What follows belongs to an exercise in optimizing a design on an open flow for small area; a production flow would make more cautious choices.
RTL that was checked went through simulation tests only; none was proved equivalent to the original.
Power and IR drop assume default switching activity.

## puf_core
module puf_core #(
    parameter PUF_WIDTH = 256,
    parameter ENTROPY_TARGET = 512000,
    parameter RING_OSC_COUNT = 128,
    parameter CHALLENGE_WIDTH = 128,
    parameter TEMPERATURE_SENSORS = 16,
    parameter VOLTAGE_SENSORS = 8,
    parameter TAMPER_SENSORS = 32
) (
    input  wire                           clk_sys,
    input  wire                           rst_n,
    input  wire                           enable,
    input  wire [CHALLENGE_WIDTH-1:0]    challenge,
    output wire [PUF_WIDTH-1:0]          response,
    output reg                            response_valid,
    output wire [31:0]                    entropy_data,
    output wire                           entropy_valid,
    input  wire                           entropy_ready,
    output wire [15:0]                    entropy_rate,
    output wire [7:0]                     temperature,
    output wire [7:0]                     voltage_level,
    output wire                           tamper_detected,
    output wire                           puf_healthy,
    output wire [255:0]                   divine_seal,
    output wire                           moral_compliance,
    input  wire                           security_lock,
    output wire                           kill_switch_detect,
    output wire                           self_destruct,
    output wire [RING_OSC_COUNT-1:0]      ring_osc_enable,
    input  wire [RING_OSC_COUNT-1:0]      ring_osc_out,
    input  wire [TEMPERATURE_SENSORS-1:0] temp_sensor_data,
  ...
Settings: LEC_CHECK=0, ABC_AREA=1, CAP_MARGIN=20, CORE_AREA=5 5 355 355, DIE_AREA=0 0 360 360, SLEW_MARGIN=20; clock period 10.0 ns.
standard.sh (not shown) runs the stock make flow with config.mk's settings and CLKGATE_MAP_FILE= SYNTH_SCRIPT=/design/flow/synth_recipe.tcl, a recipe that flattens the netlist after the stock synthesis.
==> flow/flow/run.sh <==
#!/bin/bash
# The standard layout (standard.sh) with three changes:
#  1. after the standard synthesis, the combinational logic is re-mapped by
#     ABC (flow/resynth.ys); flip-flops, their names and cell types stay;
#  2. port buffers use buf_1 instead of the resizer's default pick (every
#     port still gets its own buffer);
#  3. CTS uses clkbuf_4/clkbuf_8 and inserts no dummy loads.
# Each tool's full output goes to a log file in this folder; ORFS also keeps
# its per-step logs under orfs/logs.
set -euo pipefail
WORK=$PWD
R=$WORK/orfs/results/$FLOW_PLATFORM/puf_core/base
LIB=$FLOW_HOME/platforms/$FLOW_PLATFORM/lib/sky130_fd_sc_hd__tt_025C_1v80.lib
ARGS=(
  "BUFFER_PORTS_ARGS=-buffer_cell sky130_fd_sc_hd__buf_1"
  "CTS_ARGS=-sink_clustering_enable -repair_clock_nets -dont_use_dummy_load -buf_list {sky130_fd_sc_hd__clkbuf_8} -sink_clustering_size 12 -sink_clustering_max_diameter 60"
)
bash standard.sh "${ARGS[@]}" synth > flow_synth.log 2>&1
cp "$R/1_2_yosys.v" "$WORK/standard_synth.v"
sed -e "s#@LIB@#$LIB#g" -e "s#@IN@#$WORK/standard_synth.v#" \
    -e "s#@OUT@#$WORK/resynth.v#" -e "s#@ABC@#$WORK/flow/resynth.abc#" \
    flow/resynth.ys > resynth_run.ys
yosys -l resynth.log -q resynth_run.ys > /dev/null 2>&1
cp "$WORK/resynth.v" "$R/1_2_yosys.v"
rm -f "$R/1_synth.odb" "$R/1_synth.sdc"
bash standard.sh "${ARGS[@]}" finish > flow_make.log 2>&1
==> flow/flow/resynth.abc <==
strash; &get -n; &fraig -x; &put; scorr; dc2; strash; &get -n; &dch -f; &nf -R 1000; &put
==> flow/flow/resynth.ys <==
# Re-map the combinational logic of the standard synthesis netlist with ABC.
# Flip-flops are kept as they are (same instances, names and cell types).
read_liberty -ignore_miss_func @LIB@
blackbox sky130_fd_sc_hd__df*
read_verilog @IN@
hierarchy -top puf_core
flatten
rename -hide w:*.*
opt -purge
abc -liberty @LIB@ -dont_use *lpflow* -dont_use *probe* -script @ABC@
splitnets
opt_clean -purge
hilomap -singleton -hicell sky130_fd_sc_hd__conb_1 HI -locell sky130_fd_sc_hd__conb_1 LO
insbuf -buf sky130_fd_sc_hd__buf_4 A X
opt_clean -purge
stat -liberty @LIB@
write_verilog -noattr -nohex -nodec @OUT@
The baseline went through all stages and came out clean.
Next try:
--- a/flow/flow/run.sh
+++ b/flow/flow/run.sh
@@ -15,3 +15,3 @@
   "BUFFER_PORTS_ARGS=-buffer_cell sky130_fd_sc_hd__buf_1"
-  "CTS_ARGS=-sink_clustering_enable -repair_clock_nets -dont_use_dummy_load -buf_list {sky130_fd_sc_hd__clkbuf_8} -sink_clustering_size 12 -sink_clustering_max_diameter 60"
+  "CTS_ARGS=-sink_clustering_enable -repair_clock_nets -dont_use_dummy_load -buf_list {sky130_fd_sc_hd__clkbuf_4 sky130_fd_sc_hd__clkbuf_8}"
 )
Synthesized cell count stays the same. Total power is higher by 5.7%. Core utilization is higher by 0.32 points. Worst setup slack gets worse by 0.021 ns.
Next try:
--- a/flow/flow/run.sh
+++ b/flow/flow/run.sh
@@ -6,3 +6,6 @@
 #     port still gets its own buffer);
-#  3. CTS uses clkbuf_4/clkbuf_8 and inserts no dummy loads.
+#  3. CTS uses clkbuf_8 with sink clusters of at most 16 and inserts no
+#     dummy loads;
+#  4. each tie cell drives one constant-1 and one constant-0 output
+#     (flow/pair_ties.py), so tie fan-out repair is skipped.
 # Each tool's full output goes to a log file in this folder; ORFS also keeps
@@ -14,4 +17,5 @@
 ARGS=(
+  "SKIP_REPAIR_TIE_FANOUT=1"
   "BUFFER_PORTS_ARGS=-buffer_cell sky130_fd_sc_hd__buf_1"
-  "CTS_ARGS=-sink_clustering_enable -repair_clock_nets -dont_use_dummy_load -buf_list {sky130_fd_sc_hd__clkbuf_4 sky130_fd_sc_hd__clkbuf_8}"
+  "CTS_ARGS=-sink_clustering_enable -repair_clock_nets -dont_use_dummy_load -buf_list {sky130_fd_sc_hd__clkbuf_8} -sink_clustering_size 16 -sink_clustering_max_diameter 80"
 )
@@ -23,2 +27,3 @@
 yosys -l resynth.log -q resynth_run.ys > /dev/null 2>&1
+python3 flow/pair_ties.py "$WORK/resynth.v" > pair_ties.log 2>&1
 cp "$WORK/resynth.v" "$R/1_2_yosys.v"
==> flow/flow/pair_ties.py (new file) <==
#!/usr/bin/env python3
"""Merge tie cells in pairs: sky130 conb_1 has both a HI and a LO output, so
one cell can drive one constant-1 net and one constant-0 net. Reads and
rewrites the netlist given as argv[1]."""
import re
import sys

path = sys.argv[1]
text = open(path).read()
pat = re.compile(r"  sky130_fd_sc_hd__conb_1 (\S+) \(\n    \.(HI|LO)\(([^()]*)\)\n  \);\n")
his, los = [], []
for m in pat.finditer(text):
    (his if m.group(2) == "HI" else los).append(m)

# a tie net may reach its port through a buffer: order by the port's name
thru = {a: x for a, x in re.findall(
    r"sky130_fd_sc_hd__buf_\d+ \S+ \(\n    \.A\(([^()]*)\),\n    \.X\(([^()]*)\)\n  \);", text)}

def key(m):
    # order by the bit index of the net name when there is one
    n = thru.get(m.group(3), m.group(3))
    g = re.search(r"\[(\d+)\]", n)
    return (n.split("[")[0], int(g.group(1)) if g else -1, n)

his.sort(key=key)
los.sort(key=key)
drop = set()
merged = {}
for h, l in zip(his, los):
    merged[h.start()] = (
        f"  sky130_fd_sc_hd__conb_1 {h.group(1)} (\n"
        f"    .HI({h.group(3)}),\n    .LO({l.group(3)})\n  );\n"
    )
    drop.add(l.start())
out, pos = [], 0
for m in sorted(his + los, key=lambda m: m.start()):
    out.append(text[pos:m.start()])
    if m.start() in merged:
        out.append(merged[m.start()])
    elif m.start() not in drop:
        out.append(m.group(0))
    pos = m.end()
out.append(text[pos:])
open(path, "w").write("".join(out))
print(f"tie cells: {len(his)} HI, {len(los)} LO -> {len(his) + len(los) - len(drop)} cells")
--- a/flow/flow/resynth.ys
+++ b/flow/flow/resynth.ys
@@ -12,3 +12,3 @@
 opt_clean -purge
-hilomap -singleton -hicell sky130_fd_sc_hd__conb_1 HI -locell sky130_fd_sc_hd__conb_1 LO
+hilomap -hicell sky130_fd_sc_hd__conb_1 HI -locell sky130_fd_sc_hd__conb_1 LO
 insbuf -buf sky130_fd_sc_hd__buf_4 A X
Effect: Wire length decreases by about 1.4%; count of clock-buffer cells in the layout drops by 55; clock skew increases by 0.0040 ns; first-iteration DRC count goes up by 26%; via count fell by 1.2%; total power falls by about 10%; global-route usage fell by 0.36 points; final area is lower by about 3.5%; combinational power goes up by about 6%.

* * *

puf_core, a different RTL version from the one above (not shown whole).
Size in the first run: about 3100 cells after synthesis, roughly 530 flip-flops.
Settings: LEC_CHECK=0, ABC_AREA=1, CAP_MARGIN=20, CORE_AREA=5 5 355 355, DIE_AREA=0 0 360 360, SLEW_MARGIN=20; clock period 10.0 ns.
==> flow/flow/run.sh <==
#!/bin/bash
set -euo pipefail
bash standard.sh \
  "BUFFER_PORTS_ARGS=-buffer_cell sky130_fd_sc_hd__buf_1" \
  "CTS_ARGS=-sink_clustering_enable -repair_clock_nets -dont_use_dummy_load" \
  finish > flow_make.log 2>&1
The starting point passed the timing, DRC and antenna checks.
Change:
==> flow/flow/run.sh (replaced) <==
#!/bin/bash
# The standard layout (standard.sh) with three changes:
#  1. after the standard synthesis, the combinational logic is re-mapped by
#     ABC (flow/resynth.ys); flip-flops, their names and cell types stay;
#  2. port buffers use buf_1 instead of the resizer's default pick (every
#     port still gets its own buffer);
#  3. CTS uses clkbuf_4/clkbuf_8 and inserts no dummy loads.
# Each tool's full output goes to a log file in this folder; ORFS also keeps
# its per-step logs under orfs/logs.
set -euo pipefail
WORK=$PWD
R=$WORK/orfs/results/$FLOW_PLATFORM/puf_core/base
LIB=$FLOW_HOME/platforms/$FLOW_PLATFORM/lib/sky130_fd_sc_hd__tt_025C_1v80.lib
ARGS=(
  "BUFFER_PORTS_ARGS=-buffer_cell sky130_fd_sc_hd__buf_1"
  "CTS_ARGS=-sink_clustering_enable -repair_clock_nets -dont_use_dummy_load -buf_list {sky130_fd_sc_hd__clkbuf_4 sky130_fd_sc_hd__clkbuf_8}"
)
bash standard.sh "${ARGS[@]}" synth > flow_synth.log 2>&1
cp "$R/1_2_yosys.v" "$WORK/standard_synth.v"
sed -e "s#@LIB@#$LIB#g" -e "s#@IN@#$WORK/standard_synth.v#" \
    -e "s#@OUT@#$WORK/resynth.v#" -e "s#@ABC@#$WORK/flow/resynth.abc#" \
    flow/resynth.ys > resynth_run.ys
yosys -l resynth.log -q resynth_run.ys > /dev/null 2>&1
cp "$WORK/resynth.v" "$R/1_2_yosys.v"
rm -f "$R/1_synth.odb" "$R/1_synth.sdc"
bash standard.sh "${ARGS[@]}" finish > flow_make.log 2>&1
==> flow/flow/resynth.abc (new file) <==
strash; &get -n; &fraig -x; &put; scorr; dc2; strash; &get -n; &dch -f; &nf -R 1000; &put
==> flow/flow/resynth.ys (new file) <==
# Re-map the combinational logic of the standard synthesis netlist with ABC.
# Flip-flops are kept as they are (same instances, names and cell types).
read_liberty -ignore_miss_func @LIB@
blackbox sky130_fd_sc_hd__df*
read_verilog @IN@
hierarchy -top puf_core
flatten
rename -hide w:*.*
opt -purge
abc -liberty @LIB@ -dont_use *lpflow* -dont_use *probe* -script @ABC@
splitnets
opt_clean -purge
hilomap -singleton -hicell sky130_fd_sc_hd__conb_1 HI -locell sky130_fd_sc_hd__conb_1 LO
insbuf -buf sky130_fd_sc_hd__buf_4 A X
opt_clean -purge
stat -liberty @LIB@
write_verilog -noattr -nohex -nodec @OUT@
Result:
- count of clock-buffer cells in the layout goes up by 35
- via count went down by about a fifth
- global-route usage climbs by 0.14 points
- non-clock buffer count rose by 1
- sequential power is lower by roughly a tenth
- cell area goes down by a few percent
- first-iteration DRC count drops by about a fifth
- maximum frequency drops by a few percent
- synthesized area came out lower by roughly a tenth
- routed wire length grows slightly
- sequential share of layout area increases by 2.9 points
No functional check of the RTL was part of any run of this note.

* * *

puf_core, a different RTL version from the one above (not shown whole).
Size: about 1000 I/O pins, about 23000 sq um of cells after synthesis.
==> flow/config.mk <==
export PLATFORM = sky130hd
export DESIGN_NAME = puf_core
export DESIGN_NICKNAME = puf_core
export VERILOG_FILES = /design/flow/design.v
export SDC_FILE = /design/flow/constraint.sdc
export NUM_CORES = 4
export LEC_CHECK = 0
export ABC_AREA = 1
export CAP_MARGIN = 20
export CORE_AREA = 5 5 355 355
export DIE_AREA = 0 0 360 360
export SLEW_MARGIN = 20
==> flow/constraint.sdc <==
create_clock -name core_clock -period 10.0 [get_ports {clk_sys}]
set_input_delay 2.0000 -clock core_clock [delete_from_list [all_inputs] [get_ports {clk_sys}]]
set_output_delay 2.0000 -clock core_clock [all_outputs]
set_load 0.01 [all_outputs]
==> flow/flow/run.sh <==
#!/bin/bash
# The standard layout (standard.sh) with three changes:
#  1. after the standard synthesis, the combinational logic is re-mapped by
#     ABC (flow/resynth.ys); flip-flops, their names and cell types stay;
#  2. port buffers use buf_1 instead of the resizer's default pick (every
#     port still gets its own buffer);
#  3. CTS uses clkbuf_8 with sink clusters of at most 16 and inserts no
#     dummy loads;
#  4. each tie cell drives up to 4 constant-1 and 4 constant-0 outputs
#     (flow/pair_ties.py), so tie fan-out repair is skipped.
# Each tool's full output goes to a log file in this folder; ORFS also keeps
# its per-step logs under orfs/logs.
set -euo pipefail
WORK=$PWD
R=$WORK/orfs/results/$FLOW_PLATFORM/puf_core/base
LIB=$FLOW_HOME/platforms/$FLOW_PLATFORM/lib/sky130_fd_sc_hd__tt_025C_1v80.lib
ARGS=(
  "SKIP_REPAIR_TIE_FANOUT=1"
  "BUFFER_PORTS_ARGS=-buffer_cell sky130_fd_sc_hd__buf_1"
  "CTS_ARGS=-sink_clustering_enable -repair_clock_nets -dont_use_dummy_load -buf_list {sky130_fd_sc_hd__clkbuf_4} -sink_clustering_size 10 -sink_clustering_max_diameter 50"
)
bash standard.sh "${ARGS[@]}" synth > flow_synth.log 2>&1
cp "$R/1_2_yosys.v" "$WORK/standard_synth.v"
sed -e "s#@LIB@#$LIB#g" -e "s#@IN@#$WORK/standard_synth.v#" \
    -e "s#@OUT@#$WORK/resynth.v#" -e "s#@ABC@#$WORK/flow/resynth.abc#" \
    flow/resynth.ys > resynth_run.ys
yosys -l resynth.log -q resynth_run.ys > /dev/null 2>&1
python3 flow/pair_ties.py "$WORK/resynth.v" 4 > pair_ties.log 2>&1
cp "$WORK/resynth.v" "$R/1_2_yosys.v"
rm -f "$R/1_synth.odb" "$R/1_synth.sdc"
bash standard.sh "${ARGS[@]}" finish > flow_make.log 2>&1
==> flow/flow/pair_ties.py <==
#!/usr/bin/env python3
"""Merge tie cells: sky130 conb_1 has both a HI and a LO output, so one cell
can drive constant-1 and constant-0 nets at once, and each output may drive
several ports (no timing arcs; max capacitance 1.9 pF). Each merged cell
drives up to GROUP constant-1 and GROUP constant-0 nets of ports with
neighbouring names. Reads and rewrites the netlist given as argv[1]."""
import re
import sys

path = sys.argv[1]
GROUP = int(sys.argv[2]) if len(sys.argv) > 2 else 1
text = open(path).read()
pat = re.compile(r"  sky130_fd_sc_hd__conb_1 (\S+) \(\n    \.(HI|LO)\(([^()]*)\)\n  \);\n")
his, los = [], []
for m in pat.finditer(text):
    (his if m.group(2) == "HI" else los).append(m)

# a tie net may reach its port through a buffer: order by the port's name
thru = {a: x for a, x in re.findall(
    r"sky130_fd_sc_hd__buf_\d+ \S+ \(\n    \.A\(([^()]*)\),\n    \.X\(([^()]*)\)\n  \);", text)}

def key(m):
    # order by the bit index of the net name when there is one
    n = thru.get(m.group(3), m.group(3))
    g = re.search(r"\[(\d+)\]", n)
    return (n.split("[")[0], int(g.group(1)) if g else -1, n)

his.sort(key=key)
los.sort(key=key)
drop = set()
merged = {}
rename = {}
hgroups = [his[i:i + GROUP] for i in range(0, len(his), GROUP)]
lgroups = [los[i:i + GROUP] for i in range(0, len(los), GROUP)]
for k in range(max(len(hgroups), len(lgroups))):
    hg = hgroups[k] if k < len(hgroups) else []
    lg = lgroups[k] if k < len(lgroups) else []
    keep = (hg or lg)[0]
    pins = []
    if hg:
        pins.append(f"    .HI({hg[0].group(3)})")
        for m in hg[1:]:
            rename[m.group(3)] = hg[0].group(3)
    if lg:
        pins.append(f"    .LO({lg[0].group(3)})")
        for m in lg[1:]:
            rename[m.group(3)] = lg[0].group(3)
    merged[keep.start()] = (
        f"  sky130_fd_sc_hd__conb_1 {keep.group(1)} (\n" + ",\n".join(pins) + "\n  );\n"
    )
    for m in hg + lg:
        if m is not keep:
            drop.add(m.start())
out, pos = [], 0
for m in sorted(his + los, key=lambda m: m.start()):
    out.append(text[pos:m.start()])
    if m.start() in merged:
        out.append(merged[m.start()])
    elif m.start() not in drop:
        out.append(m.group(0))
    pos = m.end()
out.append(text[pos:])
text = "".join(out)
# the dropped cells' nets now take the kept cell's net (and their declarations go)
for old, new in rename.items():
    esc = re.escape(old)
    text = re.sub(r"  wire " + esc + r";\n", "", text)
    text = re.sub(r"(?<![\w$\\])" + esc + r"(?![\w$])", new, text)
open(path, "w").write(text)
print(f"tie cells: {len(his)} HI, {len(los)} LO -> {len(his) + len(los) - len(drop)} cells (group {GROUP})")
Other scripts of this flow, unchanged in this note and not shown: flow/flow/resynth.abc, flow/flow/resynth.ys
The first run produced a clean layout.
Then changed:
--- a/flow/flow/run.sh
+++ b/flow/flow/run.sh
@@ -20 +20 @@
-  "CTS_ARGS=-sink_clustering_enable -repair_clock_nets -dont_use_dummy_load -buf_list {sky130_fd_sc_hd__clkbuf_4} -sink_clustering_size 10 -sink_clustering_max_diameter 50"
+  "CTS_ARGS=-sink_clustering_enable -repair_clock_nets -dont_use_dummy_load -buf_list {sky130_fd_sc_hd__clkbuf_16} -sink_clustering_size 32 -sink_clustering_max_diameter 60"
Total power goes up by about 14%.
Die area does not change.
Critical path depth is unchanged.
Wire length goes down by about 0.5%.
Hold slack is better by 0.033 ns.
Setup slack is better by 0.25 ns.
Count of clock-buffer cells in the layout goes down by 22.
Then changed:
--- a/flow/flow/run.sh
+++ b/flow/flow/run.sh
@@ -20 +20 @@
-  "CTS_ARGS=-sink_clustering_enable -repair_clock_nets -dont_use_dummy_load -buf_list {sky130_fd_sc_hd__clkbuf_16} -sink_clustering_size 32 -sink_clustering_max_diameter 60"
+  "CTS_ARGS=-sink_clustering_enable -repair_clock_nets -dont_use_dummy_load -buf_list {sky130_fd_sc_hd__clkbuf_8} -sink_clustering_size 16 -sink_clustering_max_diameter 80"
The changed run ran to the end with no violations; core utilization went down by 0.67 points; global-route usage stays flat; area after synthesis is unchanged; register-to-register slack stays flat; die area stays the same; cell area went down by 3.0%; setup slack loses 0.074 ns; sequential power hardly moves; wire length barely changes.
Then changed:
--- a/flow/flow/run.sh
+++ b/flow/flow/run.sh
@@ -9 +9 @@
-#  4. each tie cell drives up to 4 constant-1 and 4 constant-0 outputs
+#  4. each tie cell drives one constant-1 and one constant-0 output
@@ -28 +28 @@
-python3 flow/pair_ties.py "$WORK/resynth.v" 4 > pair_ties.log 2>&1
+python3 flow/pair_ties.py "$WORK/resynth.v" > pair_ties.log 2>&1
==> flow/flow/pair_ties.py (replaced) <==
#!/usr/bin/env python3
"""Merge tie cells in pairs: sky130 conb_1 has both a HI and a LO output, so
one cell can drive one constant-1 net and one constant-0 net. Reads and
rewrites the netlist given as argv[1]."""
import re
import sys

path = sys.argv[1]
text = open(path).read()
pat = re.compile(r"  sky130_fd_sc_hd__conb_1 (\S+) \(\n    \.(HI|LO)\(([^()]*)\)\n  \);\n")
his, los = [], []
for m in pat.finditer(text):
    (his if m.group(2) == "HI" else los).append(m)

# a tie net may reach its port through a buffer: order by the port's name
thru = {a: x for a, x in re.findall(
    r"sky130_fd_sc_hd__buf_\d+ \S+ \(\n    \.A\(([^()]*)\),\n    \.X\(([^()]*)\)\n  \);", text)}

def key(m):
    # order by the bit index of the net name when there is one
    n = thru.get(m.group(3), m.group(3))
    g = re.search(r"\[(\d+)\]", n)
    return (n.split("[")[0], int(g.group(1)) if g else -1, n)

his.sort(key=key)
los.sort(key=key)
drop = set()
merged = {}
for h, l in zip(his, los):
    merged[h.start()] = (
        f"  sky130_fd_sc_hd__conb_1 {h.group(1)} (\n"
        f"    .HI({h.group(3)}),\n    .LO({l.group(3)})\n  );\n"
    )
    drop.add(l.start())
out, pos = [], 0
for m in sorted(his + los, key=lambda m: m.start()):
    out.append(text[pos:m.start()])
    if m.start() in merged:
        out.append(merged[m.start()])
    elif m.start() not in drop:
        out.append(m.group(0))
    pos = m.end()
out.append(text[pos:])
open(path, "w").write("".join(out))
print(f"tie cells: {len(his)} HI, {len(los)} LO -> {len(his) + len(los) - len(drop)} cells")
- worst setup slack gains 0.0033 ns
- non-clock buffer count does not change
- die area is unchanged
- synthesized area rises slightly
- critical path depth does not change
- register-to-register slack gains 0.45 ns
- utilization rises by 0.13 points

-- what the ideal ports hide --
No port has a modelled driver above. Below, the same layouts with a new extraction and two added sets of constraints.
Step 1: set_driving_cell puts a clkbuf_16 on clk_sys and a buf_2 on each other input, an assumption about the parent block.
Step 2, shift: input delay + t, output delay - t, t = (earliest + latest rising clock arrival at the registers) / 2. This alone moves slack from input paths to output paths.
Slacks: no drivers / after step 1 / after step 2; pairs: no drivers / after step 1.
| run | t (ns) | setup WS [ns] | worst setup path after step 2 | clock arrival spread, ns | worst data-port slew with drivers (ns) |
|---|---|---|---|---|---|
| the first run of note 1 | 0.715 | 5.029 / 4.972 / 4.730 | input to register | 0.133 / 0.133 | 0.20 |
| the second run of note 1 | 0.761 | 5.008 / 4.950 / 4.697 | input to register | 0.107 / 0.107 | 0.21 |
| the third run of note 1 | 0.711 | 4.913 / 4.946 / 4.236 | input to register | 0.144 / 0.145 | 0.21 |
| the first run of note 2 | 0.686 | 5.271 / 5.195 / 4.868 | input to register | 0.078 / 0.078 | 0.29 |
| the second run of note 2 | 0.795 | 5.043 / 4.982 / 4.706 | input to register | 0.149 / 0.149 | 0.28 |
| the first run of note 3 | 0.939 | 4.780 / 4.724 / 4.741 | input to register | 0.152 / 0.152 | 0.33 |
| the second run of note 3 | 0.672 | 5.027 / 4.966 / 4.671 | input to register | 0.082 / 0.082 | 0.35 |
| the third run of note 3 | 0.706 | 4.953 / 4.898 / 4.750 | input to register | 0.137 / 0.137 | 0.31 |
| the fourth run of note 3 | 0.707 | 4.957 / 4.900 / 4.867 | input to register | 0.161 / 0.160 | 0.30 |
After both steps setup and hold are still met in every run listed. For the third run of note 1, which loses most, drivers alone change the setup slack by +0.033 ns; drivers and shift together by -0.677 ns.
